From an optimization exercise on the open Yosys and OpenROAD flow, aimed at small area; shortcuts taken in it are not production practice.
Where RTL was checked, it was by simulation tests only, not by an equivalence proof against the original.
The RTL of runs 1 to 3 was laid out without a check of its function.
No driver is modelled on the clock port, so clocking that relies on it looks cheaper here than on a real chip.
No activity file was given, so power comes from the tool's default toggle rates.

**flow/flow/run.sh**
```bash
#!/bin/bash
# Layout flow: the standard ORFS flow (standard.sh), with these changes:
#  - synthesis maps the logic with the ABC script in flow/abc_speed.script (area-oriented mapping)
#    instead of ORFS's default, and leaves adders to ABC (no ADDER_MAP_FILE); registers, their names
#    and their cells are unchanged;
#  - the larger buffers (buf_6/8/12/16, bufbuf_8/16) are added to the platform's don't-use list, so repair_design
#    fixes slew with smaller ones;
#  - clock tree synthesis runs with the settings in CTS_ARGS below (no dummy loads, clkbuf_8
#    clusters).
# Every tool's output goes to ORFS's own logs under orfs/logs; standard.sh's output to standard.log.
set -euo pipefail
here=$(pwd)
rm -rf "$here/scripts_custom"
cp -r "$FLOW_HOME/scripts" "$here/scripts_custom"
cp "$here/flow/abc_speed.script" "$here/scripts_custom/abc_speed.script"
export SCRIPTS_DIR="$here/scripts_custom"
export CTS_ARGS="-sink_clustering_enable -repair_clock_nets -dont_use_dummy_load -buf_list sky130_fd_sc_hd__clkbuf_8 -sink_clustering_size 16 -sink_clustering_max_diameter 55"
platform_du=$(make -s -C "$FLOW_HOME" DESIGN_CONFIG="$FLOW_CONFIG" WORK_HOME="$here/orfs" print-DONT_USE_CELLS 2> "$here/print_dont_use.log" | sed -n 's/^DONT_USE_CELLS: //p')
du="$platform_du sky130_fd_sc_hd__buf_6 sky130_fd_sc_hd__buf_8 sky130_fd_sc_hd__buf_12 sky130_fd_sc_hd__buf_16 sky130_fd_sc_hd__bufbuf_8 sky130_fd_sc_hd__bufbuf_16"
echo "$du" > "$here/dont_use_cells.log"
bash standard.sh "DONT_USE_CELLS=$du" "ADDER_MAP_FILE=" finish > "$here/standard.log" 2>&1
```
**flow/flow/abc_speed.script**
```
strash
&get -n
&deepsyn -T 900
&put
strash
&get -n
&dch -f
&nf -R 1000 -p -a -A 4 -F 8 -C 32
&put
```
**flow/standard.sh**
```bash
#!/bin/bash
# synth_recipe.tcl (not shown) runs the flow's synth.tcl, then flattens the netlist and writes it again
# the make line also repeats each setting of config.mk as NAME=value (left out here)
make -C /OpenROAD-flow-scripts/flow DESIGN_CONFIG=/design/flow/config.mk WORK_HOME=/design/flow/orfs CLKGATE_MAP_FILE= SYNTH_SCRIPT=/design/flow/synth_recipe.tcl "${@:-finish}"
```
**flow/config.mk**
```make
export PLATFORM = sky130hd
export DESIGN_NAME = tetris
export DESIGN_NICKNAME = tetris
export VERILOG_FILES = /design/flow/design.v
export SDC_FILE = /design/flow/constraint.sdc
export NUM_CORES = 8
export LEC_CHECK = 0
export CAP_MARGIN = 20
export CORE_MARGIN = 2
export CORE_UTILIZATION = 70
export GPL_TIMING_DRIVEN = 0
export SLEW_MARGIN = 20
```
**flow/constraint.sdc**
```tcl
create_clock -name core_clock -period 20.0 [get_ports {CLOCK_50}]
set_input_delay 4.0000 -clock core_clock [delete_from_list [all_inputs] [get_ports {CLOCK_50}]]
set_output_delay 4.0000 -clock core_clock [all_outputs]
set_load 0.01 [all_outputs]
```
**flow/design.v**
```verilog
module piece_hit(input logic [3:0] vx, input logic [4:0] vy, input logic [2:0] id, input logic [1:0] rot,
                 input logic [15:0] MF, input logic fetching, input logic [2:0] count,
                 input logic [1:0] ri, input logic [2:0] xf, input logic [1:0] rofs,
                 input logic signed [4:0] rx, input logic [4:0] ry, output logic hit);
    function automatic logic [15:0] cells_of(input logic [2:0] p, input logic [1:0] rot);
        case ({p, rot})
            5'b000_00, 5'b000_10: cells_of = 16'h3210;
            5'b000_01, 5'b000_11: cells_of = 16'hd951;
            5'b001_00: cells_of = 16'h6542;
            5'b001_01: cells_of = 16'ha951;
            5'b001_10: cells_of = 16'h8654;
            5'b001_11: cells_of = 16'h9510;
            5'b010_00: cells_of = 16'h6540;
            5'b010_01: cells_of = 16'h9521;
            5'b010_10: cells_of = 16'ha654;
            5'b010_11: cells_of = 16'h9851;
            5'b011_00, 5'b011_01, 5'b011_10, 5'b011_11: cells_of = 16'h6521;
            5'b100_00, 5'b100_10: cells_of = 16'h6510;
            5'b100_01, 5'b100_11: cells_of = 16'h9652;
            5'b101_00: cells_of = 16'h6541;
            5'b101_01: cells_of = 16'h9651;
            5'b101_10: cells_of = 16'h9654;
            5'b101_11: cells_of = 16'h9541;
            5'b110_00, 5'b110_10: cells_of = 16'h5421;
            5'b110_01, 5'b110_11: cells_of = 16'h9540;
            default: cells_of = 16'h0000;
        endcase
    endfunction
    always_comb begin
        logic signed [5:0] dr6, dc6;
        logic inbox, on_old, on_new;
        logic [15:0] cl;
        logic [1:0] nc;
        on_new = 1'b0;
        nc = 2'd0;
        cl = cells_of(id, rot);
        dr6 = 6'({1'b0, vy}) - 6'({1'b0, ry});
        dc6 = 6'({2'b00, vx}) - 6'(signed'(rx));
        inbox = (dr6 >= 0) && (dr6 <= 3) && (dc6 >= 0) && (dc6 <= 3);
        on_old = 1'b0;
        for (int j = 0; j < 4; j++) begin
            logic [1:0] rk;
            rk = 2'(j) - rofs;
            if (cl[4 * j +: 4] == {dr6[1:0], dc6[1:0]} && (!fetching || {1'b0, rk} >= count)) on_old = inbox;
        end
        if (fetching) begin
            nc = 2'(vx - 4'd3);
            on_new = (vy < 5'd4) && (vx >= 4'd3) && (vx <= 4'd6) && MF[{vy[1:0], nc}] &&
                     ((vy[1:0] < ri) || (vy[1:0] == ri && {1'b0, nc} < xf));
        end
        hit = on_old || on_new;
    end
endmodule
module tetris(input logic CLOCK_50, input logic[3:0] KEY, input logic RESET_N, input logic START_N,
              output logic[6:0] HEX5,
              output logic [7:0] VGA_X, output logic [6:0] VGA_Y,
              output logic [2:0] VGA_COLOUR, output logic VGA_PLOT);
    function automatic logic [15:0] shape(input logic [2:0] p, input logic [1:0] rot);
        logic [15:0] t, m;
        case ({p, rot})
            5'b000_00, 5'b000_10: t = 16'hf000;
            5'b000_01, 5'b000_11: t = 16'h2222;
            5'b001_00: t = 16'h4700;
            5'b001_01: t = 16'h2260;
            5'b001_10: t = 16'h0710;
            5'b001_11: t = 16'h3220;
            5'b010_00: t = 16'h1700;
            5'b010_01: t = 16'h6220;
            5'b010_10: t = 16'h0740;
            5'b010_11: t = 16'h2230;
            5'b011_00, 5'b011_01, 5'b011_10, 5'b011_11: t = 16'h6600;
            5'b100_00, 5'b100_10: t = 16'h3600;
            5'b100_01, 5'b100_11: t = 16'h4620;
            5'b101_00: t = 16'h2700;
            5'b101_01: t = 16'h2620;
            5'b101_10: t = 16'h0720;
            5'b101_11: t = 16'h2320;
            5'b110_00, 5'b110_10: t = 16'h6300;
            5'b110_01, 5'b110_11: t = 16'h1320;
            default: t = 16'h0000;
        endcase
        for (int r = 0; r < 4; r++)
            for (int c = 0; c < 4; c++)
                m[r * 4 + c] = t[12 - 4 * r + c];
        shape = m;
    endfunction
    function automatic logic [2:0] colour_of(input logic [2:0] p);
        case (p)
            3'd0: colour_of = 3'b011;
            3'd1: colour_of = 3'b001;
            3'd2: colour_of = 3'b111;
            3'd3: colour_of = 3'b110;
            3'd4: colour_of = 3'b010;
            3'd5: colour_of = 3'b101;
            3'd6: colour_of = 3'b100;
            default: colour_of = 3'b000;
        endcase
    endfunction
    function automatic logic [8:0] lfsr9(input logic [8:0] s);
        lfsr9 = {s[7:0], ~(s[8] ^ s[4])};
    endfunction
    function automatic logic [6:0] lfsr7(input logic [6:0] s);
        lfsr7 = {s[5:0], ~(s[6] ^ s[5])};
    endfunction
    localparam logic [8:0] VT_END = 9'd275;    
    localparam logic [6:0] HT_END = 7'd22;     
    assign HEX5 = 7'b0001001;
    assign VGA_PLOT = 1'b1;
    localparam logic [1:0] T_RESET = 2'd0, T_WAIT = 2'd1, T_SCAN = 2'd2, T_OVER = 2'd3;
    logic [1:0] tstate;
    logic [7:0] x;
    logic [6:0] y;
    logic gameover;
    always_ff @(posedge CLOCK_50) begin
        if (!RESET_N) begin
            tstate <= T_RESET;
            x <= 8'd0;
            y <= 7'd0;
        end else begin
            case (tstate)
                T_RESET: begin
                    y <= y + 7'd1;
                    if (y == 7'd119) begin
                        x <= x + 8'd1;
                        y <= 7'd0;
                        if (x == 8'd159) begin
                            x <= 8'd3;
                            tstate <= T_WAIT;
                        end
                    end
                end
                T_WAIT: if (!START_N) tstate <= T_SCAN;
                T_SCAN: begin
                    if (gameover) tstate <= T_OVER;
                    else begin
                        x <= x + 8'd1;
                        if (x == 8'd62) begin
                            x <= 8'd3;
                            y <= (y == 7'd119) ? 7'd0 : y + 7'd1;
                        end
                    end
                end
                default: ;
            endcase
        end
    end
    assign VGA_X = x;
    assign VGA_Y = y;
    logic [3:0] vx;
    logic [4:0] vy;
    always_comb begin
        logic [5:0] xm;
        xm = x[5:0] - 6'd3;
        vx = 4'(xm / 6'd6);
        vy = 5'(y / 7'd6);
    end
    logic board_rdy, board_clr;
    assign board_rdy = !(tstate == T_RESET && (x == 8'd0 || (x == 8'd1 && y < 7'd80)));
    assign board_clr = (tstate == T_RESET) && (x == 8'd0);
    logic [2:0] num;
    always_ff @(posedge CLOCK_50) begin
        if (!RESET_N) num <= 3'd0;
        else num <= (num == 3'd6) ? 3'd0 : num + 3'd1;
    end
    logic ticking;
    logic [8:0] vt;
    logic [6:0] ht;
    logic vflag, hflag;
    always_ff @(posedge CLOCK_50) begin
        if (!RESET_N) begin
            vt <= 9'd0;
            ht <= 7'd0;
            vflag <= 1'b0;
            hflag <= 1'b0;
        end else if (ticking) begin
            vt <= (vt == VT_END) ? 9'd0 : lfsr9(vt);
            ht <= (ht == HT_END) ? 7'd0 : lfsr7(ht);
            vflag <= !vflag && (vt == VT_END);
            hflag <= !hflag && (ht == HT_END);
        end
    end
    logic [2:0] brd [0:19][0:9];
    logic [4:0] ra;
    logic [2:0] rowc [0:9];
    logic [9:0] rowocc;
    always_comb begin
        logic [19:0] ra_oh;
        for (int r = 0; r < 20; r++) ra_oh[r] = (ra == 5'(r));
        for (int c = 0; c < 10; c++) begin
            rowc[c] = 3'd0;
            for (int r = 0; r < 20; r++) rowc[c] = rowc[c] | ({3{ra_oh[r]}} & brd[r][c]);
            rowocc[c] = (ra >= 5'd20) ? 1'b1 : (rowc[c] != 3'd0);
        end
    end
    localparam logic [3:0] S_WAIT = 4'd0, S_INIT = 4'd1, S_FETCH = 4'd2, S_MA = 4'd3, S_MNA = 4'd4,
                           S_ROT = 4'd5, S_RFETCH = 4'd6, S_FD = 4'd7, S_START = 4'd8, S_WRITE = 4'd9,
                           S_CHECK = 4'd10, S_COPY = 4'd11, S_FILL = 4'd12, S_DONE = 4'd13,
                           S_OVER = 4'd14;
    logic [3:0] st;
    logic active, fetching;
    logic [5:0] k;             
    logic [2:0] count, xf;
    logic [4:0] bx;
    logic [1:0] ri;            
    logic [2:0] cid;           
    logic [2:0] id;            
    logic [1:0] rot;           
    logic signed [4:0] rx;     
    logic [4:0] ry;            
    logic [1:0] rofs;          
    logic rok;                 
    logic [9:0] W [0:3];       
    logic [4:0] wr, rr;        
    assign count = k[5:3];
    assign xf = k[2:0];
    assign bx = k[4:0];
    assign gameover = (st == S_OVER);
    assign active = (st >= S_INIT) && (st <= S_FD);
    assign fetching = (st == S_FETCH) || (st == S_OVER);
    assign ticking = active && (st != S_RFETCH) && (st != S_FD);
    logic [15:0] M, MF;
    assign M = shape(id, rot);
    assign MF = fetching ? shape(cid, 2'd0) : shape(id, rot + 2'd1);
    logic [9:0] P [0:3];
    always_comb begin
        for (int r = 0; r < 4; r++)
            for (int col = 0; col < 10; col++) begin
                P[r][col] = 1'b0;
                for (int c = 0; c < 4; c++)
                    if (M[r * 4 + c] && (6'(signed'(rx)) + 6'(c) == 6'(col))) P[r][col] = 1'b1;
            end
    end
    logic crash, left_ok, right_ok;
    always_comb begin
        logic [9:0] wrow;
        crash = 1'b0;
        left_ok = 1'b1;
        right_ok = 1'b1;
        for (int r = 0; r < 4; r++) begin
            wrow = (r == 0) ? rowocc : W[r - 1];
            crash = crash | (|(P[r] & W[r]));
            left_ok = left_ok & !P[r][0] & !(|(P[r][9:1] & wrow[8:0]));
            right_ok = right_ok & !P[r][9] & !(|(P[r][8:0] & wrow[9:1]));
        end
    end
    logic [1:0] pc_le;
    always_comb begin
        pc_le = 2'd0;
        for (int q = 0; q < 4; q++)
            if (2'(q) <= ri)
                for (int c = 0; c < 4; c++) pc_le = pc_le + {1'b0, MF[q * 4 + c]};
    end
    logic fbit;
    assign fbit = (xf[2] == 1'b0) && MF[{ri, xf[1:0]}];
    logic spawn_occ;
    always_comb begin
        spawn_occ = 1'b0;
        for (int c = 0; c < 4; c++)
            if (xf[1:0] == 2'(c)) spawn_occ = (ri == 2'd0) ? (brd[0][c + 3] != 3'd0) : W[ri - 2'd1][c + 3];
    end
    logic rot_blocked;
    always_comb begin
        logic signed [5:0] col;
        logic [9:0] wrow;
        col = 6'(signed'(rx)) + 6'(xf[1:0]);
        wrow = (ri == 2'd0) ? rowocc : W[ri - 2'd1];
        rot_blocked = 1'b1;
        for (int c = 0; c < 10; c++)
            if (col == 6'(c)) rot_blocked = wrow[c];
    end
    logic vmove, wload, wshift;
    assign vmove = (((st == S_MA) || (st == S_MNA)) && vflag && !crash) || ((st == S_FD) && !crash);
    assign wload = (st == S_INIT) || ((st == S_FETCH) && (ri == 2'd0) && (xf < 3'd3));
    assign wshift = wload || vmove;
    logic board_use, game_use, game_top;
    logic [4:0] vb_row;
    assign board_use = ((st == S_CHECK) && (bx == 5'd10)) || ((st == S_COPY) && (bx != 5'd10));
    assign game_top = (st == S_RFETCH) || ((st == S_MA) && hflag && !vflag);
    assign game_use = wload || game_top || (((st == S_MA) || (st == S_MNA)) && vflag) || (st == S_FD);
    always_comb begin
        if (board_use) ra = rr;
        else if (!game_use) ra = vb_row;
        else if (st == S_INIT) ra = 5'd1;
        else if (st == S_FETCH) ra = {2'b00, xf} + 5'd2;
        else if (game_top) ra = ry;
        else ra = ry + 5'd5;
    end
    always_ff @(posedge CLOCK_50) begin
        if (wshift) begin
            for (int i = 0; i < 3; i++) W[i] <= W[i + 1];
            W[3] <= rowocc;
        end
    end
    logic rowfull;
    assign rowfull = &rowocc;
    always_ff @(posedge CLOCK_50) begin
        if (!RESET_N) begin
            st <= S_WAIT;
            cid <= 3'd0;
            id <= 3'd7;
            rx <= 5'sd0;
            ry <= 5'd0;
        end else begin
            case (st)
                S_WAIT: if (!START_N && board_rdy && KEY[0]) st <= S_INIT;
                S_INIT: begin
                    k <= 6'd0;
                    ri <= 2'd0;
                    cid <= num;
                    st <= S_FETCH;
                end
                S_FETCH, S_RFETCH: begin
                    if (count == 3'd4) begin
                        k[5:3] <= 3'd0;
                        if (st == S_FETCH) begin
                            st <= S_MA;
                            id <= cid;
                            rot <= 2'd0;
                            rx <= 5'sd3;
                            ry <= 5'd0;
                            rofs <= 2'd0;
                        end else st <= S_ROT;
                    end else if (xf == 3'd4) begin
                        ri <= ri + 2'd1;
                        k[2:0] <= 3'd0;
                    end else begin
                        k[2:0] <= xf + 3'd1;
                        if (fbit) begin
                            k[5:3] <= count + 3'd1;
                            if (st == S_FETCH) begin
                                if (spawn_occ) st <= S_OVER;
                            end else if (rot_blocked) rok <= 1'b0;
                        end
                    end
                end
                S_MA: begin
                    if (vflag) begin
                        if (crash) st <= S_START;
                        else ry <= ry + 5'd1;
                    end else if (hflag) begin
                        if (!KEY[2] && right_ok) begin
                            rx <= rx + 5'sd1;
                            st <= S_MNA;
                        end else if (!KEY[3] && left_ok) begin
                            rx <= rx - 5'sd1;
                            st <= S_MNA;
                        end
                    end else if (!KEY[1]) begin
                        k <= 6'd0;
                        rok <= 1'b1;
                        st <= S_RFETCH;
                    end else if (!KEY[0] && !crash) st <= S_FD;
                end
                S_MNA: begin
                    if (vflag && crash) st <= S_START;
                    else begin
                        if (vflag) ry <= ry + 5'd1;
                        if (KEY == 4'b1111) st <= S_MA;
                    end
                end
                S_ROT: begin
                    st <= S_MNA;
                    if (rok) begin
                        rot <= rot + 2'd1;
                        rofs <= pc_le;
                    end
                end
                S_FD: begin
                    if (crash) st <= S_START;
                    else ry <= ry + 5'd1;
                end
                S_START: begin
                    st <= S_WRITE;
                    k[4:0] <= 5'd0;
                end
                S_WRITE: begin
                    k[4:0] <= bx + 5'd1;
                    if (bx == 5'd4) begin
                        st <= S_CHECK;
                        wr <= 5'd19;
                        rr <= 5'd19;
                        k[4:0] <= 5'd0;
                    end
                end
                S_CHECK: begin
                    if (rr == 5'd31) begin
                        st <= S_FILL;
                        k[4:0] <= 5'd0;
                    end else begin
                        k[4:0] <= bx + 5'd1;
                        if (bx == 5'd10) begin
                            if (rowfull) rr <= rr - 5'd1;
                            else begin
                                st <= S_COPY;
                                k[4:0] <= 5'd0;
                            end
                        end
                    end
                end
                S_COPY: begin
                    k[4:0] <= bx + 5'd1;
                    if (bx == 5'd10) begin
                        st <= S_CHECK;
                        wr <= wr - 5'd1;
                        rr <= rr - 5'd1;
                        k[4:0] <= 5'd0;
                    end
                end
                S_FILL: begin
                    if (wr == 5'd31) st <= S_DONE;
                    else begin
                        k[4:0] <= bx + 5'd1;
                        if (bx == 5'd10) begin
                            wr <= wr - 5'd1;
                            k[4:0] <= 5'd0;
                        end
                    end
                end
                S_DONE: st <= S_WAIT;
                default: ;
            endcase
        end
    end
    logic [19:0] rowsel;
    logic [9:0] colsel;
    logic [2:0] wdata;
    logic [4:0] wrow;
    logic wen;
    always_comb begin
        logic [9:0] onehot;
        onehot = 10'd0;
        for (int c = 0; c < 10; c++) if (bx == 5'(c)) onehot[c] = 1'b1;
        wrow = (st == S_WRITE) ? (ry + {3'b000, bx[1:0]}) : wr;
        wen = ((st == S_WRITE) && !bx[2]) || (st == S_COPY) || ((st == S_FILL) && (wr != 5'd31));
        for (int r = 0; r < 20; r++) rowsel[r] = board_clr || (wen && wrow == 5'(r));
        if (board_clr) colsel = 10'h3ff;
        else if (st == S_WRITE) colsel = P[bx[1:0]];
        else colsel = onehot;
        if (board_clr) wdata = 3'd0;
        else if (st == S_WRITE) wdata = colour_of(cid);
        else if (st == S_COPY) wdata = rowc[bx[3:0]];
        else wdata = 3'd0;
    end
    always_ff @(posedge CLOCK_50) begin
        for (int r = 0; r < 20; r++)
            for (int c = 0; c < 10; c++)
                if (rowsel[r] && colsel[c]) brd[r][c] <= wdata;
    end
    logic [2:0] VB [0:9];
    logic [2:0] ymod;
    logic lastrow;
    logic [4:0] vyr, vyn;
    assign ymod = 3'(y - 7'(vy) * 7'd6);
    assign lastrow = (tstate == T_SCAN) && (ymod == 3'd5);
    assign vyr = (tstate == T_SCAN || tstate == T_OVER) ? vy : 5'd0;
    assign vyn = (vy == 5'd19) ? 5'd0 : vy + 5'd1;
    assign vb_row = lastrow ? vyn : vyr;
    logic wr_vyn, wr_vyr;
    assign wr_vyn = wen && (wrow == vyn);
    assign wr_vyr = wen && (wrow == vyr);
    always_ff @(posedge CLOCK_50) begin
        for (int c = 0; c < 10; c++) begin
            logic passed;
            passed = lastrow && (4'(c) < vx);
            if (colsel[c] && (passed ? wr_vyn : wr_vyr)) VB[c] <= wdata;
            else if (!board_use && !game_use && (!lastrow || passed)) VB[c] <= rowc[c];
        end
    end
    logic [2:0] vcol;
    always_comb begin
        vcol = 3'd0;
        for (int c = 0; c < 10; c++) if (vx == 4'(c)) vcol = VB[c];
    end
    logic hit;
    piece_hit ph(.vx(vx), .vy(vy), .id(id), .rot(rot), .MF(MF), .fetching(fetching), .count(count),
                 .ri(ri), .xf(xf), .rofs(rofs), .rx(rx), .ry(ry), .hit(hit));
    always_comb begin
        VGA_COLOUR = 3'b000;
        case (tstate)
            T_RESET: if ((x <= 8'd2) || (x >= 8'd63 && x <= 8'd65)) VGA_COLOUR = 3'b111;
            T_SCAN: begin
                if (vcol != 3'd0) VGA_COLOUR = vcol;
                else if (hit) VGA_COLOUR = colour_of(cid);
            end
            default: ;
        endcase
    end
endmodule
```
==> results of run 1 <==
path summary, 6_finish.rpt:
| check | start | to | slack (ns) | cells past startpoint |
|---|---|---|---|---|
| worst max register to register | k[1]$_DFFE_PP_ | st[0]$_SDFFE_PN0P_ | 8.68 | 25 |
| worst min-delay path | W[3][9]$_DFFE_PP_ | W[2][9]$_DFFE_PP_ | 0.47 | 0 |
| worst min register to register | W[3][9]$_DFFE_PP_ | W[2][9]$_DFFE_PP_ | 0.47 | 0 |
| worst max-delay path | k[1]$_DFFE_PP_ | st[0]$_SDFFE_PN0P_ | 8.68 | 25 |
Yosys cell counts (47+ instances only):
master,instances,area [um2]
sky130_fd_sc_hd__nor3_1,52,260
sky130_fd_sc_hd__a222oi_1,93,931
sky130_fd_sc_hd__nand2_1,221,830
sky130_fd_sc_hd__a22o_1,65,569
sky130_fd_sc_hd__a21oi_1,133,666
sky130_fd_sc_hd__o21ai_0,95,475
sky130_fd_sc_hd__nor2_1,376,1410
sky130_fd_sc_hd__nand3_1,47,235
sky130_fd_sc_hd__a22oi_1,120,901
sky130_fd_sc_hd__a221oi_1,52,455
sky130_fd_sc_hd__dfxtp_1,58,1160
sky130_fd_sc_hd__edfxtp_1,693,20800
critical path: cells and delay by family, from the launching register on:
kind / cells / cell delay (ns)
AND/OR/NAND/NOR: 14 / 6.05
AO/OA/AOI/OAI: 7 / 3.18
flip-flops: 1 / 0.94
buffers and inverters: 3 / 0.74
XOR/XNOR: 1 / 0.28
per-stage QoR:
step	area [um2]	hold slack, ns	setup TNS (ns)	util, %	power, W
after floorplan	32600	0.417	0	-	0.00202
after CTS	35300	0.468	0	76.4	0.00283
after global placement	33400	0.445	-3471.85	72.2	0.00212
after detailed placement	34500	0.445	0	74.6	0.00215
final	35400	0.466	0	76.4	0.00285
after global routing	35300	0.487	0	76.4	0.00291
layer usage:
metal / part of all wire [%] / vias up
met5: 0.012 / -
met4: 7.9 / 2
met3: 15 / 573
met2: 44 / 2567
met1: 33 / 12157
li1: - / 10642
final cells by class:
class | instances | area [um2] | area share [%]
flip-flops and latches | 751 | 22000 | 62.2
multi-input cells | 1749 | 10900 | 30.8
diodes | 2 | 5.00 | 0.0142
plain buffers | 8 | 60.1 | 0.170
repair buffers | 123 | 704 | 1.99
well taps | 607 | 759 | 2.15
clock buffers | 59 | 812 | 2.30
inverters | 40 | 150 | 0.425
sequential cells by signal, indices dropped and copies added, names as in the netlist, 4 cells and up:
signal / cells
VB: 30
W: 40
brd: 600
ht: 7
k: 6
rr: 5
rx: 5
ry: 5
st: 4
vt: 9
wr: 5
x: 8
y: 7
kinds of logic (layout without fill, tap and decap cells):
group | after synthesis | count (layout) | synth area share [%]
and+or+nand+nor | 923 | 923 | 13.0
other | 2 | 10 | 0.0231
adders and majority gates | 1 | 1 | 0.0308
muxes | 22 | 22 | 0.734
buffers and inverters | 48 | 230 | 0.646
xor gates and xnor gates | 37 | 37 | 0.996
AOI/OAI and AO/OA | 758 | 758 | 17.0
DFF | 751 | 751 | 67.5
power by group through the flow:
stage               sequential, W  combinational (W)  clock, W
finish                    0.00185           0.000279  0.000724
global route              0.00185           0.000296  0.000764
CTS                       0.00185           0.000267  0.000716
detailed placement        0.00188           0.000266         0
global placement          0.00188           0.000241         0
floorplan                 0.00185           0.000168         0
==> flow_summary.yaml, run 1 <==
cells_and_area:
  fillerInstances: 2747
  layoutNonFillerInstCount: 3339
  mostFrequentLayoutCell: "sky130_fd_sc_hd__edfxtp_1"
  area_delta_synth_final_pct: 8.61
  layout.nets: 2739
  commonest_non_fill_non_tap_cells_in_the_layout: "sky130_fd_sc_hd__edfxtp_1, sky130_fd_sc_hd__nor2_1, sky130_fd_sc_hd__nand2_1"
  post_route_cells_drive_above_1_share_pct: 8.46
pwr:
  power.switching_fraction_pct: 25.9
  power.internal_w: 0.00211
  p_sw_w: 0.000740
  sequentialPowerShare_pct: 64.8
  leakage_nw: 12.9
  power_per_standard_cell_area_nw_per_um2: 80.7
  power_frac_comb_pct: 9.8
  clock_power_share_pct: 25.4
  max-vdd-ir-drop_mv: 0.102
grt:
  grt_util_all_layers_pct: 44.4
  groute.layer.met3.usage_pct: 11.9
  maximum_number_of_pins_on_one_net_before_global_route_repair: 76
  gr-usage-met1_pct: 56.6
  grt_first_pass_wirelength_um: 156000
  first_global_vias: 25014
  antenna_found_initial: 1
  grt.met2_usage_pct: 67.6
  grt_most_used_layer: "met2"
  grt_overflow: 0
sta:
  worst_setup_margin_ns: 8.68
  max_slew.worst_pin.slew_ns: 1.23
  timing_hold_violations_final: 0
  rsz0062_at_grt: "false"
  fin_skew_ns: 0.103
  max_slew_violation_total_from_the_final_report: 0
  fin_crit_sh_pct: 56.6
  max_clock_freq_ghz: 0.0883
  report.final.setup_viol: 0
  maxSlewHeadroom_pct: 17.1
  finalCriticalPeriod_ns: 11.32
synth:
  synth_warn: 7
  synthFlopType: "sky130_fd_sc_hd__edfxtp_1"
  synth_area_um2: 32500
  synth_cell_types: 67
  post_synth_inst_count: 2542
  synth_enable_flop_cells: 693
  avgSynthCellArea_um2: 12.8
  ys_seq_elements: 751
  synth_sequential_area_ratio_pct: 67.5
  synth-async-reset-ratio_pct: 0
clock_tree:
  clk_latency_ns: 0.73
  clock_tree.htree_level_count: 2
  cts_made_buffers: 59
  ctsRootBufferMaster: "sky130_fd_sc_hd__clkbuf_8"
  clock_sink_total: 751
  ctsHoldBuffers: 0
  cts-root-to-sink-buffers: 3
  cts_setup_buffers: 0
  cts.reportedPaths.clkPinSlew_ns: 0.10
  tritoncts: "done"
  ctsResizeCount: 0
route:
  post-route-drc-count: 0
  vias: 25941
  drt_pre_antenna_iters: 10
  vias_per_cell: 7.77
  drt_wl_total_um: 106000
  antenna_left: 0
  detail_route.wl_per_cell_um: 31.9
  drt_iter0_markers: 5420
placement:
  port_buffers: 24
  dp.cells: 3278
  dpl_worst_slack_ns: 8.67
  hpwlAfterDp_um: 73700
  gp_congestion: 1.02
floorplanning:
  chipWidth_um: 220
  die-height_um: 220
  full_die_area_um2: 48200
  design.portCount: 33
  placementRows: 79
  floorplan.core_area_um2: 46300
  initial_core_util_pct: 70.4
run_status:
  run_status: "no timing/DRC/antenna violations"
critical_path:
  worstSetupStartpointType: "flop"
  slowest_stage: "sky130_fd_sc_hd__nor4_1"
  cp.required_ns: 20.57
  path_class: "reg -> reg"
  crit_path_max_incr_delay_ns: 1.08
  crit_arrival_ns: 11.89
  setup.worst_path.end_class: "flop"
  crit_fanout: 21
run:
  cap_viol_max_count: 0
min_path:
  worstHoldPathType: "reg -> reg"
==> run 2: changes to the inputs <==
==> flow/flow/abc_speed.script (replaced) <==
strash
&get -n
&deepsyn -T 300
&put
strash
&get -n
&dch -f
&nf -R 1000 -p -a -A 4 -F 8 -C 32
&put
==> flow/config.mk (replaced) <==
export PLATFORM = sky130hd
export DESIGN_NAME = tetris
export DESIGN_NICKNAME = tetris
export VERILOG_FILES = /design/flow/design.v
export SDC_FILE = /design/flow/constraint.sdc
export NUM_CORES = 8
export LEC_CHECK = 0
export CAP_MARGIN = 10
export CORE_MARGIN = 2
export CORE_UTILIZATION = 75
export GPL_TIMING_DRIVEN = 0
export SLEW_MARGIN = 10
==> run 2 against run 1 <==
Against the previous run: still clean; sequential power rose by 24%; largest cell class unchanged; global-route usage rose by 13 points; synthesized cell count rose by 0.87%; maximum frequency rose by 8.0%; highest routed layer unchanged.
==> flow_summary.yaml, run 2 <==
sta:
  max_clock_freq_ghz: 0.0954
  report.final.setup_viol: 0
  max_slew.worst_pin.slew_ns: 1.28
  fin_skew_ns: 0.0878
  rsz0062_at_grt: "false"
  holdWs_ns: 0.452
  maxSlewHeadroom_pct: 13.9
  max_slew_violation_total_from_the_final_report: 0
  timing_hold_violations_final: 0
  fin_crit_sh_pct: 52.4
  finalCriticalPeriod_ns: 10.48
  setup_tns_ns: 0
floorplanning:
  initial_core_util_pct: 75.7
  chipWidth_um: 212
  placementRows: 76
  design.portCount: 33
  die-height_um: 212
  floorplan.core_area_um2: 42900
  full_die_area_um2: 45000
critical_path:
  cell_type_with_the_highest_occurrence_count_on_the_critical_path: "sky130_fd_sc_hd__a21oi_1"
  r2r-end: "brd[67][2]$_DFFE_PP_"
  cp.required_ns: 20.33
  regToRegStartpoint: "k[1]$_DFFE_PP_"
  crit_path_max_incr_delay_ns: 0.96
  slowest_stage: "sky130_fd_sc_hd__nor3_1"
  crit_fanout: 112
  cp_top_family: "simple AND/OR/NAND/NOR gates"
  worstSetupStartpointType: "flop"
  cp_num_buf_inv: 3
  path_class: "reg -> reg"
  crit_chain: "nand2_1 -> or4_1 -> a21oi_1 -> a21oi_1 -> nor2_1 -> a21oi_1 -> nand2_1 -> or2_0 -> nor3b_2 -> buf_4 -> a222oi_1 -> nand2_1 -> nor3_1 -> o32ai_1 -> nor4_1 -> a21oi_1 -> o21ai_0 -> a21o_1 -> clkinv_4 -> buf_4"
  timing.reg2reg.worst_path_depth: 20
  crit_arrival_ns: 10.81
  setup.worst_path.end_class: "flop"
  ff2ff_setup_slack_ns: 9.52
route:
  drt_wl_total_um: 126000
  detail_route.wl_per_cell_um: 38.0
  drt_iter0_markers: 8833
  antenna_left: 0
  vias: 28807
  post-route-drc-count: 0
  vias_per_cell: 8.69
  drt_pre_antenna_iters: 22
min_path:
  worstHoldPathCells: 0
  timing.hold.worst.start: "W[3][8]$_DFFE_PP_"
  worstHoldEndpoint: "W[2][8]$_DFFE_PP_"
  worstHoldPathType: "reg -> reg"
grt:
  grt_overflow: 0
  grt_most_used_layer: "met2"
  groute.layer.met3.usage_pct: 31.2
  gr-usage-met1_pct: 64.1
  antenna_found_initial: 7
  grt.met2_usage_pct: 79.6
  grt_util_all_layers_pct: 57.0
  first_global_vias: 27456
  grt_first_pass_wirelength_um: 182000
  maximum_number_of_pins_on_one_net_before_global_route_repair: 130
synth:
  post-synth-top-count-cell: "sky130_fd_sc_hd__edfxtp_1"
  post_synth_inst_count: 2564
  synth_top_cell_by_area: "sky130_fd_sc_hd__edfxtp_1"
  top_cells_by_instance_count_after_synthesis: "sky130_fd_sc_hd__edfxtp_1, sky130_fd_sc_hd__nor2_1, sky130_fd_sc_hd__nand2_1"
  synth_sequential_area_ratio_pct: 67.7
  synth_largest_type_area_fraction_pct: 64.1
  synth_enable_flop_cells: 693
  synth_cell_types: 63
  ys_seq_elements: 751
  avgSynthCellArea_um2: 12.7
  post_synth_main_area_contributors: "sky130_fd_sc_hd__edfxtp_1, sky130_fd_sc_hd__nor2_1, sky130_fd_sc_hd__a222oi_1"
  synthFlopType: "sky130_fd_sc_hd__edfxtp_1"
  synth_warn: 7
  synth_area_um2: 32500
  synth-async-reset-ratio_pct: 0
clock_tree:
  clk_latency_ns: 0.78
  cts_setup_buffers: 0
  cts-root-to-sink-buffers: 3
  cts.reportedPaths.clkPinSlew_ns: 0.11
  clock_sink_total: 751
  ctsResizeCount: 0
  tritoncts: "done"
  clock_tree.htree_level_count: 2
  ctsHoldBuffers: 0
  ctsRootBufferMaster: "sky130_fd_sc_hd__clkbuf_8"
  cts_made_buffers: 57
pwr:
  clock_power_share_pct: 18.2
  power_frac_comb_pct: 26.9
  power.internal_w: 0.00259
  sequentialPowerShare_pct: 54.9
  power_per_standard_cell_area_nw_per_um2: 120
  max-vdd-ir-drop_mv: 0.114
  leakage_nw: 11.6
  p_sw_w: 0.00159
  power.switching_fraction_pct: 38.1
cells_and_area:
  commonest_non_fill_non_tap_cells_in_the_layout: "sky130_fd_sc_hd__edfxtp_1, sky130_fd_sc_hd__nor2_1, sky130_fd_sc_hd__nand2_1"
  mostFrequentLayoutCell: "sky130_fd_sc_hd__edfxtp_1"
  fillerInstances: 1932
  biggestRegsByFlops: "brd (600), W (40), VB (30)"
  max_ffs_per_register: 600
  post_route_cells_drive_above_1_share_pct: 7.17
  post-route-cell-area_um2: 35000
  area_delta_synth_final_pct: 7.64
  post-route-util_pct: 81.5
  layout.nets: 2729
  largest_register: "brd"
placement:
  gp_congestion: 1.04
  hpwlAfterDp_um: 76500
  port_buffers: 24
  dpl_cell_area_um2: 34100
run:
  cap_viol_max_count: 0
run_status:
  run_status: "no timing/DRC/antenna violations"
## run 2: cell families after synthesis
family                    share of synthesized area, %
buffers and inverters                            0.532
muxes                                             1.14
xor gates and xnor gates                          1.08
DFF                                               67.7
other                                           0.0231
AOI/OAI and AO/OA                                 15.6
and+or+nand+nor                                   14.0
## run 2: how the worst max path moves through the flow
stage,from,endpoint,slack (ns),cells past startpoint
after floorplan,y[5]$_SDFFE_PN0P_,brd[0][1]$_DFFE_PP_,11.86,22
after global placement,k[1]$_DFFE_PP_,brd[127][1]$_DFFE_PP_,6.61,18
after detailed placement,y[5]$_SDFFE_PN0P_,VGA_COLOUR[0],10.71,21
after CTS,y[5]$_SDFFE_PN0P_,VGA_COLOUR[0],9.99,21
after global routing,rot[0]$_SDFFCE_PN0P_,VGA_COLOUR[0],9.29,18
final,k[1]$_DFFE_PP_,brd[67][2]$_DFFE_PP_,9.52,20
## run 2: per-stage QoR
stage	power [W]	setup WS [ns]	std cells
finish	0.00418	9.52	3314
global route	0.00419	9.29	3306
CTS	0.00398	9.99	3304
detailed placement	0.00325	10.71	3247
global placement	0.00313	6.61	3179
floorplan	0.00276	11.86	2570
## run 2: cell type report
| type | count | area (um2) | share of cell area (%) |
|---|---|---|---|
| sequential | 751 | 22000 | 62.8 |
| multi-input combinational | 1781 | 10700 | 30.6 |
| clock buffer | 57 | 785 | 2.24 |
| tap | 585 | 732 | 2.09 |
| timing repair buffer | 93 | 562 | 1.61 |
| inverter | 30 | 128 | 0.365 |
| buffer | 8 | 60.1 | 0.172 |
| antenna | 9 | 22.5 | 0.0644 |
## run 2: power groups by stage
| stage | sequential (W) | combinational [W] | clock (W) |
|---|---|---|---|
| floorplan | 0.00222 | 0.000547 | 0 |
| global placement | 0.00228 | 0.000857 | 0 |
| detailed placement | 0.00229 | 0.000957 | 0 |
| CTS | 0.00227 | 0.000986 | 0.000720 |
| global route | 0.00230 | 0.00112 | 0.000769 |
| finish | 0.00230 | 0.00112 | 0.000761 |
## run 2: metal layers
| layer | wire length [um] | share of wire (%) |
|---|---|---|
| met4 | 14800 | 12 |
| met5 | 96 | 0.076 |
| met2 | 51600 | 41 |
| met1 | 34800 | 28 |
| met3 | 24700 | 20 |
==> run 3: changes to the inputs <==
--- a/flow/design.v
+++ b/flow/design.v
@@ -274,11 +274,11 @@
     assign wshift = wload || vmove;
     logic board_use, game_use, game_top;
     logic [4:0] vb_row;
-    assign board_use = ((st == S_CHECK) && (bx == 5'd10)) || ((st == S_COPY) && (bx != 5'd10));
+    assign board_use = ((st == S_CHECK) && (bx == 5'd10)) || (st == S_COPY) || ((st == S_WRITE) && !bx[2]);
     assign game_top = (st == S_RFETCH) || ((st == S_MA) && hflag && !vflag);
     assign game_use = wload || game_top || (((st == S_MA) || (st == S_MNA)) && vflag) || (st == S_FD);
     always_comb begin
-        if (board_use) ra = rr;
+        if (board_use) ra = (st == S_WRITE) ? wrow : rr;
         else if (!game_use) ra = vb_row;
         else if (st == S_INIT) ra = 5'd1;
         else if (st == S_FETCH) ra = {2'b00, xf} + 5'd2;
@@ -421,30 +421,28 @@
             endcase
         end
     end
-    logic [19:0] rowsel;
-    logic [9:0] colsel;
-    logic [2:0] wdata;
     logic [4:0] wrow;
     logic wen;
+    logic [9:0] onehot;
+    logic [19:0] rowen;
+    logic [2:0] mdata [0:9];
+    logic zb;
     always_comb begin
-        logic [9:0] onehot;
+        logic ben;
         onehot = 10'd0;
         for (int c = 0; c < 10; c++) if (bx == 5'(c)) onehot[c] = 1'b1;
         wrow = (st == S_WRITE) ? (ry + {3'b000, bx[1:0]}) : wr;
         wen = ((st == S_WRITE) && !bx[2]) || (st == S_COPY) || ((st == S_FILL) && (wr != 5'd31));
-        for (int r = 0; r < 20; r++) rowsel[r] = board_clr || (wen && wrow == 5'(r));
-        if (board_clr) colsel = 10'h3ff;
-        else if (st == S_WRITE) colsel = P[bx[1:0]];
-        else colsel = onehot;
-        if (board_clr) wdata = 3'd0;
-        else if (st == S_WRITE) wdata = colour_of(cid);
-        else if (st == S_COPY) wdata = rowc[bx[3:0]];
-        else wdata = 3'd0;
+        ben = ((st == S_WRITE) && !bx[2]) || (((st == S_COPY) || ((st == S_FILL) && (wr != 5'd31))) && (bx == 5'd10));
+        for (int r = 0; r < 20; r++) rowen[r] = board_clr || (ben && wrow == 5'(r));
+        for (int c = 0; c < 10; c++)
+            mdata[c] = ((st == S_WRITE) && !bx[2] && P[bx[1:0]][c]) ? colour_of(cid) : rowc[c];
+        zb = board_clr || (st == S_FILL);
     end
     always_ff @(posedge CLOCK_50) begin
         for (int r = 0; r < 20; r++)
-            for (int c = 0; c < 10; c++)
-                if (rowsel[r] && colsel[c]) brd[r][c] <= wdata;
+            if (rowen[r])
+                for (int c = 0; c < 10; c++) brd[r][c] <= zb ? 3'd0 : mdata[c];
     end
     logic [2:0] VB [0:9];
     logic [2:0] ymod;
@@ -460,10 +458,12 @@
     assign wr_vyr = wen && (wrow == vyr);
     always_ff @(posedge CLOCK_50) begin
         for (int c = 0; c < 10; c++) begin
-            logic passed;
+            logic passed, wt;
             passed = lastrow && (4'(c) < vx);
-            if (colsel[c] && (passed ? wr_vyn : wr_vyr)) VB[c] <= wdata;
-            else if (!board_use && !game_use && (!lastrow || passed)) VB[c] <= rowc[c];
+            wt = ((st == S_WRITE) || onehot[c]) && (passed ? wr_vyn : wr_vyr);
+            if (wt) VB[c] <= (st == S_FILL) ? 3'd0 : mdata[c];
+            else if (!board_use && !game_use && !(st == S_FILL && vb_row == wr) && (!lastrow || passed))
+                VB[c] <= mdata[c];
         end
     end
     logic [2:0] vcol;
==> flow/flow/run.sh (replaced) <==
#!/bin/bash
# Layout flow: the standard ORFS flow (standard.sh), with these changes:
#  - synthesis maps the logic with the ABC script in flow/abc_speed.script (area-oriented mapping)
#    instead of ORFS's default, and leaves adders to ABC (no ADDER_MAP_FILE); registers, their names
#    and their cells are unchanged;
#  - the larger buffers (buf_6/8/12/16, bufbuf_8/16) are added to the platform's don't-use list, so
#    repair_design fixes slew with smaller ones;
set -euo pipefail
here=$(pwd)
rm -rf "$here/scripts_custom"
cp -r "$FLOW_HOME/scripts" "$here/scripts_custom"
cp "$here/flow/abc_speed.script" "$here/scripts_custom/abc_speed.script"
export SCRIPTS_DIR="$here/scripts_custom"
platform_du=$(make -s -C "$FLOW_HOME" DESIGN_CONFIG="$FLOW_CONFIG" WORK_HOME="$here/orfs" print-DONT_USE_CELLS 2> "$here/print_dont_use.log" | sed -n 's/^DONT_USE_CELLS: //p')
du="$platform_du sky130_fd_sc_hd__buf_6 sky130_fd_sc_hd__buf_8 sky130_fd_sc_hd__buf_12 sky130_fd_sc_hd__buf_16 sky130_fd_sc_hd__bufbuf_8 sky130_fd_sc_hd__bufbuf_16"
echo "$du" > "$here/dont_use_cells.log"
res="$here/orfs/results/$FLOW_PLATFORM/tetris/base"
cts_base="-sink_clustering_enable -repair_clock_nets -dont_use_dummy_load -buf_list sky130_fd_sc_hd__clkbuf_8"
: > "$here/clk_check.log"
for clusters in "15 50" "12 40" "10 30"; do
  set -- $clusters
  export CTS_ARGS="$cts_base -sink_clustering_size $1 -sink_clustering_max_diameter $2"
  rm -f "$res"/4_* "$here/orfs/logs/$FLOW_PLATFORM/tetris/base"/4_*
  bash standard.sh "DONT_USE_CELLS=$du" "ADDER_MAP_FILE=" cts >> "$here/standard.log" 2>&1
  CLK_CHECK_ODB="$res/4_cts.odb" CLK_CHECK_SDC="$res/4_cts.sdc" CLK_CHECK_OUT="$here/clk_slew.txt" \
    openroad -no_init -threads "$NUM_CORES" -exit "$here/flow/clk_check.tcl" >> "$here/clk_check.log" 2>&1
  slew=$(cat "$here/clk_slew.txt")
  echo "clusters $1 $2: estimated clock-pin slew $slew ns" >> "$here/clk_check.log"
  if awk -v s="$slew" 'BEGIN { exit !(s <= 0.112) }'; then break; fi
done
bash standard.sh "DONT_USE_CELLS=$du" "ADDER_MAP_FILE=" finish >> "$here/standard.log" 2>&1
==> flow/flow/clk_check.tcl (new file) <==
# Estimates, from a global route of the design after clock tree synthesis, the largest slew at a
# flip-flop clock pin, and writes it (in ns) to the file named by CLK_CHECK_OUT.
set P $::env(FLOW_HOME)/platforms/sky130hd
read_liberty $P/lib/sky130_fd_sc_hd__tt_025C_1v80.lib
read_db $::env(CLK_CHECK_ODB)
read_sdc $::env(CLK_CHECK_SDC)
source $P/setRC.tcl
set ::env(MIN_ROUTING_LAYER) met1
set ::env(MAX_ROUTING_LAYER) met5
set ::env(MIN_CLK_ROUTING_LAYER) met3
source $P/fastroute.tcl
global_route -allow_congestion
estimate_parasitics -global_routing
set_propagated_clock [all_clocks]
set worst 0
foreach pin [get_pins -of_objects [all_registers] -filter "is_clock==1"] {
  set s [get_property $pin slew_max]
  if {$s > $worst} { set worst $s }
}
set f [open $::env(CLK_CHECK_OUT) w]
puts $f $worst
close $f
puts "largest flip-flop clock pin slew (global route estimate): $worst ns"
==> flow/config.mk (replaced) <==
export PLATFORM = sky130hd
export DESIGN_NAME = tetris
export DESIGN_NICKNAME = tetris
export VERILOG_FILES = /design/flow/design.v
export SDC_FILE = /design/flow/constraint.sdc
export NUM_CORES = 8
export LEC_CHECK = 0
export CAP_MARGIN = 20
export CORE_MARGIN = 2
export CORE_UTILIZATION = 70
export GPL_TIMING_DRIVEN = 0
export SLEW_MARGIN = 20
==> run 3 against run 2 <==
Against the previous run: first-iteration DRC count down 37%; cell count is 5.3% lower; setup slack improved by 0.39 ns; synthesized cell count fell by 7.7%; final area decreased by 0.91%; hold slack better by 0.019 ns; critical path type is now reg -> out; critical endpoint is now VGA_COLOUR[1]; highest routed layer unchanged.
==> flow_summary.yaml, run 3 <==
run_status:
  run_status: "no timing/DRC/antenna violations"
floorplanning:
  die-height_um: 217
  chipWidth_um: 217
  placementRows: 78
  full_die_area_um2: 47200
  floorplan.core_area_um2: 45200
  initial_core_util_pct: 70.5
  design.portCount: 33
synth:
  synth_area_um2: 31900
  synth_warn: 8
  synth_sequential_area_ratio_pct: 68.9
  top_cells_by_instance_count_after_synthesis: "sky130_fd_sc_hd__edfxtp_1, sky130_fd_sc_hd__nand2_1, sky130_fd_sc_hd__nor2_1"
  synth_cell_types: 65
  ys_seq_elements: 751
  post_synth_main_area_contributors: "sky130_fd_sc_hd__edfxtp_1, sky130_fd_sc_hd__a222oi_1, sky130_fd_sc_hd__dfxtp_1"
  synth_largest_type_area_fraction_pct: 65.3
  post-synth-top-count-cell: "sky130_fd_sc_hd__edfxtp_1"
  avgSynthCellArea_um2: 13.5
  synth-async-reset-ratio_pct: 0
  synth_top_cell_by_area: "sky130_fd_sc_hd__edfxtp_1"
  synthFlopType: "sky130_fd_sc_hd__edfxtp_1"
  post_synth_inst_count: 2366
  synth_enable_flop_cells: 693
sta:
  fin_skew_ns: 0.115
  maxSlewHeadroom_pct: 13.7
  report.final.setup_viol: 0
  finalCriticalPeriod_ns: 10.09
  rsz0062_at_grt: "false"
  timing_hold_violations_final: 0
  fin_crit_sh_pct: 50.5
  max_slew_violation_total_from_the_final_report: 0
  max_clock_freq_ghz: 0.0991
  setup_tns_ns: 0
  max_slew.worst_pin.slew_ns: 1.29
route:
  drt_pre_antenna_iters: 9
  vias: 25246
  post-route-drc-count: 0
  vias_per_cell: 8.05
  antenna_left: 0
  detail_route.wl_per_cell_um: 34.8
  drt_iter0_markers: 5546
  drt_wl_total_um: 109000
critical_path:
  worstSetupStartpointType: "flop"
  path_class: "reg -> out"
  crit_path_start: "y[5]$_SDFFE_PN0P_"
  cp.required_ns: 16.00
  setup.worst_path.end_class: "primary output"
  ff2ff_setup_slack_ns: 10.39
  regToRegStartpoint: "y[5]$_SDFFE_PN0P_"
  crit_arrival_ns: 6.09
  crit_fanout: 17
cells_and_area:
  commonest_non_fill_non_tap_cells_in_the_layout: "sky130_fd_sc_hd__edfxtp_1, sky130_fd_sc_hd__nand2_1, sky130_fd_sc_hd__nor2_1"
  area_delta_synth_final_pct: 8.70
  layout.nets: 2546
  fillerInstances: 2564
  largest_register: "brd"
  max_ffs_per_register: 600
  post_route_cells_drive_above_1_share_pct: 8.75
  biggestRegsByFlops: "brd (600), W (40), VB (30)"
  mostFrequentLayoutCell: "sky130_fd_sc_hd__edfxtp_1"
  diode_count: 0
pwr:
  leakage_nw: 11.6
  totalPowerFinal_w: 0.00465
  power.switching_fraction_pct: 35.5
  power_per_standard_cell_area_nw_per_um2: 134
  power_frac_comb_pct: 26.2
  p_sw_w: 0.00165
  sequentialPowerShare_pct: 56.9
  max-vdd-ir-drop_mv: 0.106
  power.internal_w: 0.00300
  clock_power_share_pct: 16.9
run:
  cap_viol_max_count: 0
clock_tree:
  clock_sink_total: 751
  cts.reportedPaths.clkPinSlew_ns: 0.08
  tritoncts: "done"
  cts_setup_buffers: 0
  ctsHoldBuffers: 0
  ctsRootBufferMaster: "sky130_fd_sc_hd__clkbuf_8"
  cts-root-to-sink-buffers: 3
  clk_latency_ns: 0.73
  clock_tree.htree_level_count: 3
  cts_made_buffers: 66
  ctsResizeCount: 0
min_path:
  worstHoldPathType: "reg -> reg"
  timing.hold.worst.start: "W[3][6]$_DFFE_PP_"
grt:
  antenna_found_initial: 3
  maximum_number_of_pins_on_one_net_before_global_route_repair: 34
  grt_util_all_layers_pct: 45.8
  first_global_vias: 24118
  grt_first_pass_wirelength_um: 156000
  grt_overflow: 0
placement:
  port_buffers: 24
  gp_congestion: 0.964
  hpwlAfterDp_um: 71200
[run 3: cell count changes in the layout (fill, tap and decap cells not counted), moves of 16 or more]
cell,before,now
sky130_fd_sc_hd__a21oi_2,23,1
sky130_fd_sc_hd__a222oi_1,139,123
sky130_fd_sc_hd__a22o_1,23,46
sky130_fd_sc_hd__and2_0,9,41
sky130_fd_sc_hd__mux2i_1,37,13
sky130_fd_sc_hd__nand3_1,71,49
sky130_fd_sc_hd__nor2_1,363,181
sky130_fd_sc_hd__nor3_1,74,37
sky130_fd_sc_hd__o21ai_4,0,20
[run 3: cell type report]
cell class              instances  area (um2)  share of cell area [%]
plain buffers                   8        60.1                   0.173
clock buffers                  66         908                    2.62
inverters                      25        93.8                   0.271
multi-input cells            1588       10200                    29.5
flip-flops and latches        751       22000                    63.4
well taps                     600         751                    2.17
repair buffers                 99         624                    1.80
[run 3: kinds of logic (layout without fill, tap and decap cells)]
family / Yosys count / in the layout / share of synthesized area, %
XOR/XNOR: 46 / 46 / 1.26
flip-flops: 751 / 751 / 68.9
multiplexers: 21 / 21 / 0.691
adder cells (fa/ha/maj): 1 / 1 / 0.0314
AO/OA/AOI/OAI: 733 / 733 / 17.0
other: 2 / 8 / 0.0236
AND/OR/NAND/NOR: 779 / 779 / 11.6
buffers and inverters: 33 / 198 / 0.483
[run 3: metrics by stage]
stage                     hold WS, ns  utilization [%]  area (um2)  setup slack [ns]  instances
after floorplan                 0.425                -       31900             11.98       2372
after global placement          0.435             72.4       32700              7.61       2996
after detailed placement        0.439             74.5       33600             10.78       3067
after CTS                       0.467             76.5       34500             10.08       3133
after global routing            0.480             76.7       34600              9.54       3137
final                           0.471             76.7       34600              9.91       3137
[run 3: final timing paths]
path	to	depth (start not counted)
max	VGA_COLOUR[1]	20
min	W[2][6]$_DFFE_PP_	0
max reg2reg	rx[4]$_SDFFE_PN0P_	26
min reg2reg	W[2][6]$_DFFE_PP_	0
[run 3: layer usage]
| metal | up-vias | share of wire [%] | GRT usage [%] |
|---|---|---|---|
| met3 | 662 | 16 | 13.3 |
| met4 | 4 | 8.4 | 32.3 |
| met5 | - | 0.040 | 0 |
| li1 | 10048 | - | - |
| met1 | 11832 | 31 | 57.7 |
| met2 | 2700 | 44 | 68.9 |
[run 3: critical path, cell delays in order (launching register included)]
cell and delay [ns]:
sky130_fd_sc_hd__dfxtp_1 0.69, sky130_fd_sc_hd__xor2_1 0.33, sky130_fd_sc_hd__a21boi_0 0.35, sky130_fd_sc_hd__nand2_1 0.10
sky130_fd_sc_hd__mux2i_1 0.27, sky130_fd_sc_hd__xnor2_1 0.21, sky130_fd_sc_hd__a21oi_1 0.09, sky130_fd_sc_hd__a21oi_1 0.87
sky130_fd_sc_hd__xnor2_1 0.38, sky130_fd_sc_hd__o221ai_1 0.18, sky130_fd_sc_hd__nor2_1 0.16, sky130_fd_sc_hd__a21oi_1 0.09
sky130_fd_sc_hd__nor3_1 0.23, sky130_fd_sc_hd__o221ai_1 0.20, sky130_fd_sc_hd__o32ai_1 0.20, sky130_fd_sc_hd__and3_1 0.23
sky130_fd_sc_hd__nand2_1 0.07, sky130_fd_sc_hd__o21ai_0 0.37, sky130_fd_sc_hd__nand2_1 0.09, sky130_fd_sc_hd__nand2_1 0.14
sky130_fd_sc_hd__buf_1 0.17
[run 3: power groups by stage]
stage | registers (W) | logic, W | clock network (W)
final | 0.00265 | 0.00122 | 0.000787
after global placement | 0.00263 | 0.00102 | 0
after detailed placement | 0.00265 | 0.00111 | 0
after global routing | 0.00268 | 0.00125 | 0.000809
after floorplan | 0.00257 | 0.000638 | 0
after CTS | 0.00263 | 0.00113 | 0.000762
==> run 4: changes to the inputs <==
--- a/flow/design.v
+++ b/flow/design.v
@@ -274,11 +274,13 @@
     assign wshift = wload || vmove;
     logic board_use, game_use, game_top;
     logic [4:0] vb_row;
-    assign board_use = ((st == S_CHECK) && (bx == 5'd10)) || (st == S_COPY) || ((st == S_WRITE) && !bx[2]);
+    assign board_use = ((st == S_CHECK) && (bx == 5'd10)) || (st == S_COPY) || ((st == S_WRITE) && !bx[2]) ||
+                       (st == S_FILL) || board_clr;
     assign game_top = (st == S_RFETCH) || ((st == S_MA) && hflag && !vflag);
     assign game_use = wload || game_top || (((st == S_MA) || (st == S_MNA)) && vflag) || (st == S_FD);
     always_comb begin
-        if (board_use) ra = (st == S_WRITE) ? wrow : rr;
+        if (board_clr || (st == S_FILL)) ra = 5'd31;
+        else if (board_use) ra = (st == S_WRITE) ? wrow : rr;
         else if (!game_use) ra = vb_row;
         else if (st == S_INIT) ra = 5'd1;
         else if (st == S_FETCH) ra = {2'b00, xf} + 5'd2;
@@ -426,7 +428,6 @@
     logic [9:0] onehot;
     logic [19:0] rowen;
     logic [2:0] mdata [0:9];
-    logic zb;
     always_comb begin
         logic ben;
         onehot = 10'd0;
@@ -436,13 +437,12 @@
         ben = ((st == S_WRITE) && !bx[2]) || (((st == S_COPY) || ((st == S_FILL) && (wr != 5'd31))) && (bx == 5'd10));
         for (int r = 0; r < 20; r++) rowen[r] = board_clr || (ben && wrow == 5'(r));
         for (int c = 0; c < 10; c++)
-            mdata[c] = ((st == S_WRITE) && !bx[2] && P[bx[1:0]][c]) ? colour_of(cid) : rowc[c];
-        zb = board_clr || (st == S_FILL);
+            mdata[c] = rowc[c] | ({3{(st == S_WRITE) && !bx[2] && P[bx[1:0]][c]}} & colour_of(cid));
     end
     always_ff @(posedge CLOCK_50) begin
         for (int r = 0; r < 20; r++)
             if (rowen[r])
-                for (int c = 0; c < 10; c++) brd[r][c] <= zb ? 3'd0 : mdata[c];
+                for (int c = 0; c < 10; c++) brd[r][c] <= mdata[c];
     end
     logic [2:0] VB [0:9];
     logic [2:0] ymod;
@@ -461,9 +461,7 @@
             logic passed, wt;
             passed = lastrow && (4'(c) < vx);
             wt = ((st == S_WRITE) || onehot[c]) && (passed ? wr_vyn : wr_vyr);
-            if (wt) VB[c] <= (st == S_FILL) ? 3'd0 : mdata[c];
-            else if (!board_use && !game_use && !(st == S_FILL && vb_row == wr) && (!lastrow || passed))
-                VB[c] <= mdata[c];
+            if (wt || (!board_use && !game_use && (!lastrow || passed))) VB[c] <= mdata[c];
         end
     end
     logic [2:0] vcol;
--- a/flow/config.mk
+++ b/flow/config.mk
@@ -7,6 +7,6 @@
 export LEC_CHECK = 0
 export CAP_MARGIN = 20
 export CORE_MARGIN = 2
-export CORE_UTILIZATION = 70
+export CORE_UTILIZATION = 73
 export GPL_TIMING_DRIVEN = 0
 export SLEW_MARGIN = 20
==> run 4 against run 3 <==
Against the previous run: sequential power decreased by 34%; routed wire length rose by 1.1%; combinational power down 93%; largest power group unchanged; first-iteration DRC count rose by 18%; register-to-register slack got worse by 4.0 ns; sequential share of layout area grew 0.83 points.
==> flow_summary.yaml, run 4 <==
clock_tree:
  ctsHoldBuffers: 0
  ctsResizeCount: 0
  ctsRootBufferMaster: "sky130_fd_sc_hd__clkbuf_8"
  clock_tree.htree_level_count: 3
  clk_latency_ns: 0.72
  cts_setup_buffers: 0
  cts_made_buffers: 66
  cts-root-to-sink-buffers: 3
  cts.reportedPaths.clkPinSlew_ns: 0.10
  tritoncts: "done"
  clock_sink_total: 751
critical_path:
  ff2ff_setup_slack_ns: 6.38
  setup.worst_path.end_class: "flop"
  slowest_stage: "sky130_fd_sc_hd__dfxtp_1"
  crit_arrival_ns: 14.23
  worstSetupStartpointType: "flop"
  crit_fanout: 22
  cp.required_ns: 20.61
  cp_num_buf_inv: 5
  crit_path_max_incr_delay_ns: 0.87
  cp_top_family: "simple AND/OR/NAND/NOR gates"
  path_class: "reg -> reg"
sta:
  max_slew_violation_total_from_the_final_report: 0
  maxSlewHeadroom_pct: 16.2
  max_slew.worst_pin.slew_ns: 1.26
  fin_crit_sh_pct: 68.1
  report.final.setup_viol: 0
  setup_tns_ns: 0
  max_clock_freq_ghz: 0.0734
  rsz0062_at_grt: "false"
  finalCriticalPeriod_ns: 13.62
  timing_hold_violations_final: 0
  fin_skew_ns: 0.113
cells_and_area:
  post-route-util_pct: 81.0
  post_route_cells_drive_above_1_share_pct: 9.59
  mostFrequentLayoutCell: "sky130_fd_sc_hd__edfxtp_1"
  layoutNonFillerInstCount: 3013
  area_delta_synth_final_pct: 8.94
  commonest_non_fill_non_tap_cells_in_the_layout: "sky130_fd_sc_hd__edfxtp_1, sky130_fd_sc_hd__nand2_1, sky130_fd_sc_hd__a222oi_1"
  max_ffs_per_register: 600
  layout.nets: 2481
  largest_register: "brd"
  biggestRegsByFlops: "brd (600), W (40), VB (30)"
synth:
  synth_area_um2: 31400
  synthFlopType: "sky130_fd_sc_hd__edfxtp_1"
  synth_warn: 8
  post_synth_main_area_contributors: "sky130_fd_sc_hd__edfxtp_1, sky130_fd_sc_hd__a222oi_1, sky130_fd_sc_hd__dfxtp_1"
  synth_cell_types: 58
  synth_sequential_area_ratio_pct: 70.0
  post-synth-top-count-cell: "sky130_fd_sc_hd__edfxtp_1"
  synth_largest_type_area_fraction_pct: 66.3
  synth-async-reset-ratio_pct: 0
  synth_top_cell_by_area: "sky130_fd_sc_hd__edfxtp_1"
  ys_seq_elements: 751
  top_cells_by_instance_count_after_synthesis: "sky130_fd_sc_hd__edfxtp_1, sky130_fd_sc_hd__nand2_1, sky130_fd_sc_hd__nor2_1"
  post_synth_inst_count: 2287
  synth_enable_flop_cells: 693
  avgSynthCellArea_um2: 13.7
placement:
  gp_congestion: 1.01
  dp.cells: 2943
  port_buffers: 24
  hpwlAfterDp_um: 67200
grt:
  maximum_number_of_pins_on_one_net_before_global_route_repair: 36
  grt_overflow: 0
  antenna_found_initial: 2
  first_global_vias: 24443
  grt_util_all_layers_pct: 50.0
  grt_first_pass_wirelength_um: 159000
pwr:
  max-vdd-ir-drop_mv: 0.119
  power_per_standard_cell_area_nw_per_um2: 76.4
  leakage_nw: 12.7
run_status:
  run_status: "no timing/DRC/antenna violations"
route:
  detail_route.wl_per_cell_um: 36.6
  drt_iter0_markers: 6550
  drt_pre_antenna_iters: 12
  vias: 25350
  vias_per_cell: 8.41
  antenna_left: 0
  post-route-drc-count: 0
  drt_wl_total_um: 110000
run:
  cap_viol_max_count: 0
floorplanning:
  full_die_area_um2: 44700
  design.portCount: 33
  initial_core_util_pct: 74.3
  chipWidth_um: 211
  die-height_um: 211
  placementRows: 75
  floorplan.core_area_um2: 42200
min_path:
  worstHoldPathType: "reg -> reg"
[run 4: changes by cell type in the layout (fill, tap and decap cells not counted), sizes merged, moves of 10 or more]
cell,delta
a2111oi,-10
a222oi,+22
a22o,-15
a22oi,-15
and2,-19
buf,+16
clkinv,+14
nand3,+13
nor2,-51
nor2b,-11
nor3,+16
o21ai,-22
o21bai,+13
[run 4: path summary, 6_finish.rpt]
| path | start | cells past startpoint | to |
|---|---|---|---|
| hold / removal | W[3][2]$_DFFE_PP_ | 0 | W[2][2]$_DFFE_PP_ |
| setup reg to reg | x[5]$_SDFFE_PN0P_ | 38 | rx[4]$_SDFFE_PN0P_ |
| setup / recovery | x[5]$_SDFFE_PN0P_ | 38 | rx[4]$_SDFFE_PN0P_ |
| hold reg to reg | W[3][2]$_DFFE_PP_ | 0 | W[2][2]$_DFFE_PP_ |
[run 4: kinds of logic after synthesis]
logic type | count (synthesis) | share of synthesized area, %
other | 2 | 0.0239
xor gates and xnor gates | 55 | 1.53
AOI/OAI and AO/OA | 691 | 16.3
DFF | 751 | 70.0
and+or+nand+nor | 735 | 11.3
muxes | 6 | 0.199
buffers and inverters | 47 | 0.658
[run 4: area by class of cell]
class / count / area [um2]
Sequential cell: 751 / 22000
Multi-Input combinational cell: 1495 / 9740
Fill cell: 2118 / 8040
Clock buffer: 66 / 908
Timing Repair Buffer: 113 / 688
Tap cell: 539 / 674
Inverter: 39 / 146
Buffer: 8 / 60.1
Antenna cell: 2 / 5.00
[run 4: routing by layer]
metal	vias up	part of all wire (%)	global-route usage [%]	wire, um
met5	-	0	0	0
met4	0	8.5	32.3	9400
met3	845	19	21.9	21200
met2	3083	43	73.3	47600
met1	11627	29	61.0	32000
li1	9795	-	-	-
[run 4: through the flow]
| stage | power [W] | worst slack [ns] | hold slack (ns) | instance area, um2 |
|---|---|---|---|---|
| floorplan | 0.00181 | 10.87 | 0.425 | 31400 |
| global placement | 0.00185 | 4.56 | 0.431 | 32200 |
| detailed placement | 0.00185 | 7.50 | 0.445 | 33200 |
| CTS | 0.00259 | 7.09 | 0.454 | 34200 |
| global route | 0.00264 | 6.15 | 0.473 | 34200 |
| finish | 0.00261 | 6.38 | 0.463 | 34200 |
[run 4: where the power goes]
part	switching (W)	total [W]	leakage, nW	internal (W)
Clock	0.000497	0.000793	0.475	0.000296
Sequential	0.0000267	0.00174	8.65	0.00171
Combinational	0.0000580	0.0000825	3.57	0.0000245
Total	0.000582	0.00261	12.7	0.00203

[static timing again, ports no longer ideal]
The flow's constraints put no driver on any port. The routed layouts listed below were extracted and timed again, unchanged, in two steps. Step 1 sets driving cells, clkbuf_16 on the clock port and buf_2 on the other inputs (assumed; they add their load-dependent delay and slew). Step 2 adds t to the input delays and takes it off the output delays; t is the mean of the earliest and latest rising clock arrival at the registers after step 1. Input paths then give back, and output paths get back, about the clock's delay inside the block. Slacks: no drivers / after step 1 / after step 2; pairs: no drivers / after step 1.
run	shift t [ns]	setup WS [ns]	hold slack, ns	slew at the worst register clock pin (ns)	cell pins on the clock port's net
run 1	0.740	8.678 / 8.678 / 8.678	0.466 / 0.466 / 0.466	0.11 / 0.11	1
run 2	0.790	9.518 / 9.518 / 9.518	0.452 / 0.452 / 0.452	0.12 / 0.12	1
run 3	0.729	9.910 / 9.853 / 10.390	0.471 / 0.471 / 0.471	0.12 / 0.12	1
run 4	0.718	6.384 / 6.384 / 6.384	0.463 / 0.463 / 0.463	0.11 / 0.11	1
After both steps every run listed still meets setup and hold.
